What follows belongs to an exercise in optimizing a design on an open flow for small area, a short achievable clock period and few clock cycles; a production flow would make more cautious choices.
Power and IR drop assume default switching activity.

== the reference run ==
==> flow/design.v <==
`timescale 1ns / 1ps
module rf_dec (
    input  logic [ 4:0] a,
    output logic [31:1] s
);
    always_comb for (int i = 1; i < 32; i++) s[i] = (a == i);
endmodule
module rf_sel (
    input  logic [31:1]        s,
    input  logic [32*32-1:32]  d,
    output logic [31:0]        r
);
    always_comb begin
        r = 32'b0;
        for (int i = 1; i < 32; i++) r = r | ({32{s[i]}} & d[32*i+:32]);
    end
endmodule
`timescale 1ns / 1ps
module RV32I_Core (
    input  logic        clk,
    input  logic        reset,
    input  logic [31:0] instrCode,
    output logic [31:0] instrMemAddr,
    output logic        dataWe,
    output logic [31:0] dataAddr,
    output logic [31:0] dataWData,
    input  logic [31:0] dataRData,
    output logic        transfer,
    input  logic        ready
);
    localparam logic [6:0] OP_R = 7'b0110011, OP_L = 7'b0000011, OP_I = 7'b0010011,
        OP_S = 7'b0100011, OP_B = 7'b1100011, OP_LU = 7'b0110111, OP_AU = 7'b0010111,
        OP_J = 7'b1101111, OP_JL = 7'b1100111;
    logic [31:0] pc_f;
    logic        v_e;
    logic [31:0] a_e, b_e, imm_e;
    logic [ 4:0] rd_e;
    logic        we_e, ld_e, st_e, br_e, pred_e, jalr_e;
    logic        sub_e, uns_e, s_add_e, s_slt_e, s_xor_e, s_or_e, s_and_e, s_sh_e;
    logic        shl_e, sha_e;
    logic [ 2:0] f3_e;
    logic [ 4:0] rs1_d, rs2_d;
    logic        v_m, mem_m, pend;
    logic [31:0] res_m, sd_m;
    logic [ 4:0] rd_m;
    logic        we_m, ld_m, st_m;
    wire         m_ld = v_m & ld_m;
    wire         wb_en = v_m & we_m & (~ld_m | ready);
    wire  [31:0] wb_data = ld_m ? dataRData : res_m;
    assign transfer  = pend | mem_m;
    assign dataWe    = st_m;
    assign dataAddr  = res_m;
    assign dataWData = sd_m;
    logic [32*32-1:32] rf;   
    always_ff @(posedge clk) begin
        for (int i = 1; i < 32; i++) if (wb_en && rd_m == i) rf[32*i+:32] <= wb_data;
    end
    assign instrMemAddr = pc_f;
    wire [6:0] op = instrCode[6:0];
    wire [2:0] f3 = instrCode[14:12];
    wire [4:0] rs1 = instrCode[19:15];
    wire [4:0] rs2 = instrCode[24:20];
    wire [4:0] rd = instrCode[11:7];
    wire is_r  = ~op[6] & op[5] & op[4] & ~op[2];
    wire is_i  = ~op[6] & ~op[5] & op[4] & ~op[2];
    wire is_l  = ~op[6] & ~op[5] & ~op[4] & ~op[2];
    wire is_s  = ~op[6] & op[5] & ~op[4] & ~op[2];
    wire is_b  = op[6] & ~op[2];
    wire is_lu = ~op[6] & op[5] & op[2];
    wire is_au = ~op[6] & ~op[5] & op[2];
    wire is_j  = op[6] & op[3];
    wire is_jl = op[6] & op[2] & ~op[3];
    logic [31:0] imm;
    always_comb begin
        imm = {{20{instrCode[31]}}, instrCode[31:20]};   
        if (is_i & (f3 == 3'b011)) imm = {20'b0, instrCode[31:20]};   
        if (is_s) imm = {{20{instrCode[31]}}, instrCode[31:25], instrCode[11:7]};
        if (is_b) imm = {{20{instrCode[31]}}, instrCode[7], instrCode[30:25], instrCode[11:8], 1'b0};
        if (is_lu | is_au) imm = {instrCode[31:12], 12'b0};
        if (is_j) imm = {{12{instrCode[31]}}, instrCode[19:12], instrCode[20], instrCode[30:21], 1'b0};
    end
    assign rs1_d = (is_lu | is_au | is_j) ? 5'd0 : rs1;
    assign rs2_d = (is_r | is_s | is_b) ? rs2 : 5'd0;
    wire        d_sub = is_b | ((is_r | is_i) & (f3[2:1] == 2'b01)) | (is_r & (f3 == 3'b000) & instrCode[30]);
    wire        pred = is_j | (is_b & instrCode[31]);
    wire [31:0] pc4_f = pc_f + 32'd4;
    wire [31:0] imm_bj = op[3] ? {{12{instrCode[31]}}, instrCode[19:12], instrCode[20], instrCode[30:21], 1'b0}
                               : {{20{instrCode[31]}}, instrCode[7], instrCode[30:25], instrCode[11:8], 1'b0};
    wire [31:0] tgt_f = pc_f + imm_bj;
    logic [31:1] sel1, sel2;
    logic [31:0] rd1_raw, rd2_raw;
    rf_dec u_dec1 (.a(rs1), .s(sel1));
    rf_dec u_dec2 (.a(rs2), .s(sel2));
    rf_sel u_sel1 (.s(sel1), .d(rf), .r(rd1_raw));
    rf_sel u_sel2 (.s(sel2), .d(rf), .r(rd2_raw));
    wire        byp1 = wb_en & (rd_m == rs1);
    wire        byp2 = wb_en & (rd_m == rs2);
    wire        fwd1 = v_e & we_e & ~ld_e & (rd_e == rs1);
    wire        fwd2 = v_e & we_e & ~ld_e & (rd_e == rs2);
    wire [31:0] rd1 = fwd1 ? res_e : (byp1 ? wb_data : rd1_raw);
    wire [31:0] rd2 = fwd2 ? res_e : (byp2 ? wb_data : rd2_raw);
    wire [31:0] a = a_e;
    wire [31:0] b = b_e;
    wire [31:0] srcB = b;
    wire [31:0] sum = a + srcB + {31'b0, sub_e};
    wire [31:0] x = a ^ srcB;
    wire        eq = &x;
    wire        lt = (a[31] ^ ~srcB[31]) ? (uns_e ? ~srcB[31] : a[31]) : sum[31];
    logic [31:0] a_rev, sh_r, sh_rev;
    always_comb for (int i = 0; i < 32; i++) a_rev[i] = a[31-i];
    wire [31:0] sh_in = shl_e ? a_rev : a;
    wire [32:0] sh_ext = {sha_e & a[31], sh_in};
    assign sh_r = 32'($signed(sh_ext) >>> srcB[4:0]);
    always_comb for (int i = 0; i < 32; i++) sh_rev[i] = sh_r[31-i];
    wire        sh_zero = ~sha_e & (srcB[31:5] != 27'b0);
    wire [31:0] sh = sh_zero ? 32'b0 : (shl_e ? sh_rev : sh_r);
    wire [31:0] alu = ({32{s_add_e}} & sum) | ({32{s_xor_e}} & x) | ({32{s_or_e}} & (a | srcB))
                    | ({32{s_and_e}} & (a & srcB)) | ({32{s_sh_e}} & sh) | {31'b0, s_slt_e & lt}
                    | ({32{jalr_e}} & pc_f);   
    logic cond;
    always_comb begin
        case ({f3_e[2], f3_e[0]})
            2'b00: cond = eq;
            2'b01: cond = ~eq;
            2'b10: cond = lt;
            default: cond = ~lt;
        endcase
    end
    wire        redirect = v_e & (jalr_e | (br_e & (cond ^ pred_e)));
    wire [31:0] raddr = jalr_e ? sum : imm_e;
    wire [31:0] res_e = alu;
    wire m_ld_wait = m_ld & ~ready;
    wire bus_busy = (pend | mem_m) & ~ready;
    wire e_mem = v_e & (ld_e | st_e);
    wire stall = m_ld_wait | (e_mem & bus_busy);
    wire ld_use = v_e & ld_e & (rd_e != 5'd0) & ((rd_e == rs1_d) | (rd_e == rs2_d));
    always_ff @(posedge clk, posedge reset) begin
        if (reset) begin
            pc_f  <= 32'b0;
            v_e   <= 1'b0;
            v_m   <= 1'b0;
            mem_m <= 1'b0;
            pend  <= 1'b0;
        end else begin
            pend <= (pend | (v_m & st_m)) & ~ready;
            if (~stall) begin
                if (redirect) pc_f <= raddr;
                else if (~ld_use) pc_f <= pred ? tgt_f : pc4_f;
                v_e   <= ~redirect & ~ld_use;
                v_m   <= v_e;
                mem_m <= e_mem;
            end else if (~m_ld_wait) begin
                v_m   <= 1'b0;
                mem_m <= 1'b0;
            end
        end
    end
    always_ff @(posedge clk) begin
        if (~stall) begin
            a_e <= (is_lu | is_j) ? 32'b0 : (is_au ? pc_f : rd1);
            b_e <= ((is_r | is_b) ? rd2 : (is_j ? pc4_f : imm)) ^ {32{d_sub}};
            imm_e <= is_s ? rd2 : (pred ? pc4_f : tgt_f);
            rd_e <= (is_s | is_b) ? 5'd0 : rd;
            we_e <= ~(is_s | is_b) & (rd != 5'd0);
            ld_e <= is_l;
            st_e <= is_s;
            br_e <= is_b;
            pred_e <= pred;
            jalr_e <= is_jl;
            sub_e <= d_sub;
            uns_e <= is_b ? f3[1] : f3[0];
            s_add_e <= ((is_r | is_i) & (f3 == 3'b000)) | ~(is_r | is_i | is_jl);
            s_slt_e <= (is_r | is_i) & (f3[2:1] == 2'b01);
            s_xor_e <= (is_r | is_i) & (f3 == 3'b100);
            s_or_e <= (is_r | is_i) & (f3 == 3'b110);
            s_and_e <= (is_r | is_i) & (f3 == 3'b111);
            s_sh_e <= (is_r | is_i) & (f3[1:0] == 2'b01);
            shl_e <= ~f3[2];
            sha_e <= instrCode[30] & f3[2];
            f3_e <= f3;
        end
        if (~m_ld_wait) begin
            rd_m <= rd_e;
            we_m <= we_e;
            ld_m <= ld_e;
            st_m <= st_e;
        end
        res_m <= res_e;
        sd_m <= imm_e;
    end
endmodule
clock: 8.0 ns
lec_check: 0
cap_margin: 20
core_margin: 2
core_utilization: 50
setup_slack_margin: 4.0
slew_margin: 20
synth_hierarchical: 1
run.sh (not shown) runs the stock make flow with config.mk's settings and CLKGATE_MAP_FILE= SYNTH_SCRIPT=/design/flow/synth_recipe.tcl, a recipe that flattens the netlist after the stock synthesis.
The following lists how the trial run was set up differently from the reference run:
--- a/flow/design.v
+++ b/flow/design.v
@@ -81,7 +81,6 @@
     end
     assign rs1_d = (is_lu | is_au | is_j) ? 5'd0 : rs1;
     assign rs2_d = (is_r | is_s | is_b) ? rs2 : 5'd0;
-    wire        d_sub = is_b | ((is_r | is_i) & (f3[2:1] == 2'b01)) | (is_r & (f3 == 3'b000) & instrCode[30]);
     wire        pred = is_j | (is_b & instrCode[31]);
     wire [31:0] pc4_f = pc_f + 32'd4;
     wire [31:0] imm_bj = op[3] ? {{12{instrCode[31]}}, instrCode[19:12], instrCode[20], instrCode[30:21], 1'b0}
@@ -102,10 +101,11 @@
     wire [31:0] a = a_e;
     wire [31:0] b = b_e;
     wire [31:0] srcB = b;
-    wire [31:0] sum = a + srcB + {31'b0, sub_e};
+    wire [32:0] sum33 = {1'b0, a} + {1'b0, srcB ^ {32{sub_e}}} + {32'b0, sub_e};
+    wire [31:0] sum = sum33[31:0];
     wire [31:0] x = a ^ srcB;
-    wire        eq = &x;
-    wire        lt = (a[31] ^ ~srcB[31]) ? (uns_e ? ~srcB[31] : a[31]) : sum[31];
+    wire        eq = (x == 32'b0);
+    wire        lt = (a[31] ^ srcB[31]) ? (uns_e ? srcB[31] : a[31]) : sum[31];
     logic [31:0] a_rev, sh_r, sh_rev;
     always_comb for (int i = 0; i < 32; i++) a_rev[i] = a[31-i];
     wire [31:0] sh_in = shl_e ? a_rev : a;
@@ -158,7 +158,7 @@
     always_ff @(posedge clk) begin
         if (~stall) begin
             a_e <= (is_lu | is_j) ? 32'b0 : (is_au ? pc_f : rd1);
-            b_e <= ((is_r | is_b) ? rd2 : (is_j ? pc4_f : imm)) ^ {32{d_sub}};
+            b_e <= (is_r | is_b) ? rd2 : (is_j ? pc4_f : imm);
             imm_e <= is_s ? rd2 : (pred ? pc4_f : tgt_f);
             rd_e <= (is_s | is_b) ? 5'd0 : rd;
             we_e <= ~(is_s | is_b) & (rd != 5'd0);
@@ -167,7 +167,7 @@
             br_e <= is_b;
             pred_e <= pred;
             jalr_e <= is_jl;
-            sub_e <= d_sub;
+            sub_e <= is_b | ((is_r | is_i) & (f3[2:1] == 2'b01)) | (is_r & (f3 == 3'b000) & instrCode[30]);
             uns_e <= is_b ? f3[1] : f3[0];
             s_add_e <= ((is_r | is_i) & (f3 == 3'b000)) | ~(is_r | is_i | is_jl);
             s_slt_e <= (is_r | is_i) & (f3[2:1] == 2'b01);
### Flow results
The trial run reports its kind of critical path as flip-flop to flip-flop while the reference run reports primary input to flip-flop.
Compared with the reference run, in the trial run sequential share of layout area fell 0.78 points; cell count of the worst reg-to-reg path rose 6.
Relative to the reference run, the trial run degrades maximum clock frequency.
The reference run → the trial run: total track usage has decreased, setup slack after layout decreased 0.30 ns, via density per instance went down, met3 track demand over resource down 1.5 points.
Area of the multi-input gates: the trial run higher than the reference run
Total leakage power in the trial run is 1.1% higher than in the reference run
[the trial run vs the reference run] number of non-filler instances in the completed layout: lower in the trial run
No run of this note included a check of the RTL's function; only the layout flow was run.

-- static timing again, ports no longer ideal --
The results above use ideal ports. As a check the final layouts listed here were re-extracted and re-timed, cells and wires unchanged.
Step 1 assumes that a clkbuf_16 drives the clock port and a buf_2 every other input.
Step 2 moves the port delays by t, midway between the first and last clock arrival at a register: inputs arrive t later, outputs are due t later. That takes back most of the time a late clock gives input paths.
Slacks: no drivers / after step 1 / after step 2; pairs: no drivers / after step 1.
| run | t, ns | setup slack, ns | hold WS [ns] | worst setup path after step 2 | cell pins on the clock port's net |
|---|---|---|---|---|---|
| the reference run | 0.862 | 3.936 / 3.924 / 3.062 | 0.372 / 0.372 / 0.372 | input to register | 1 |
| the trial run | 0.856 | 3.641 / 3.641 / 2.846 | 0.363 / 0.363 / 0.363 | input to register | 1 |
After both steps every run listed still meets setup and hold. The setup slack of the reference run, which loses most, moves by -0.012 ns with the drivers and by -0.874 ns with both steps.
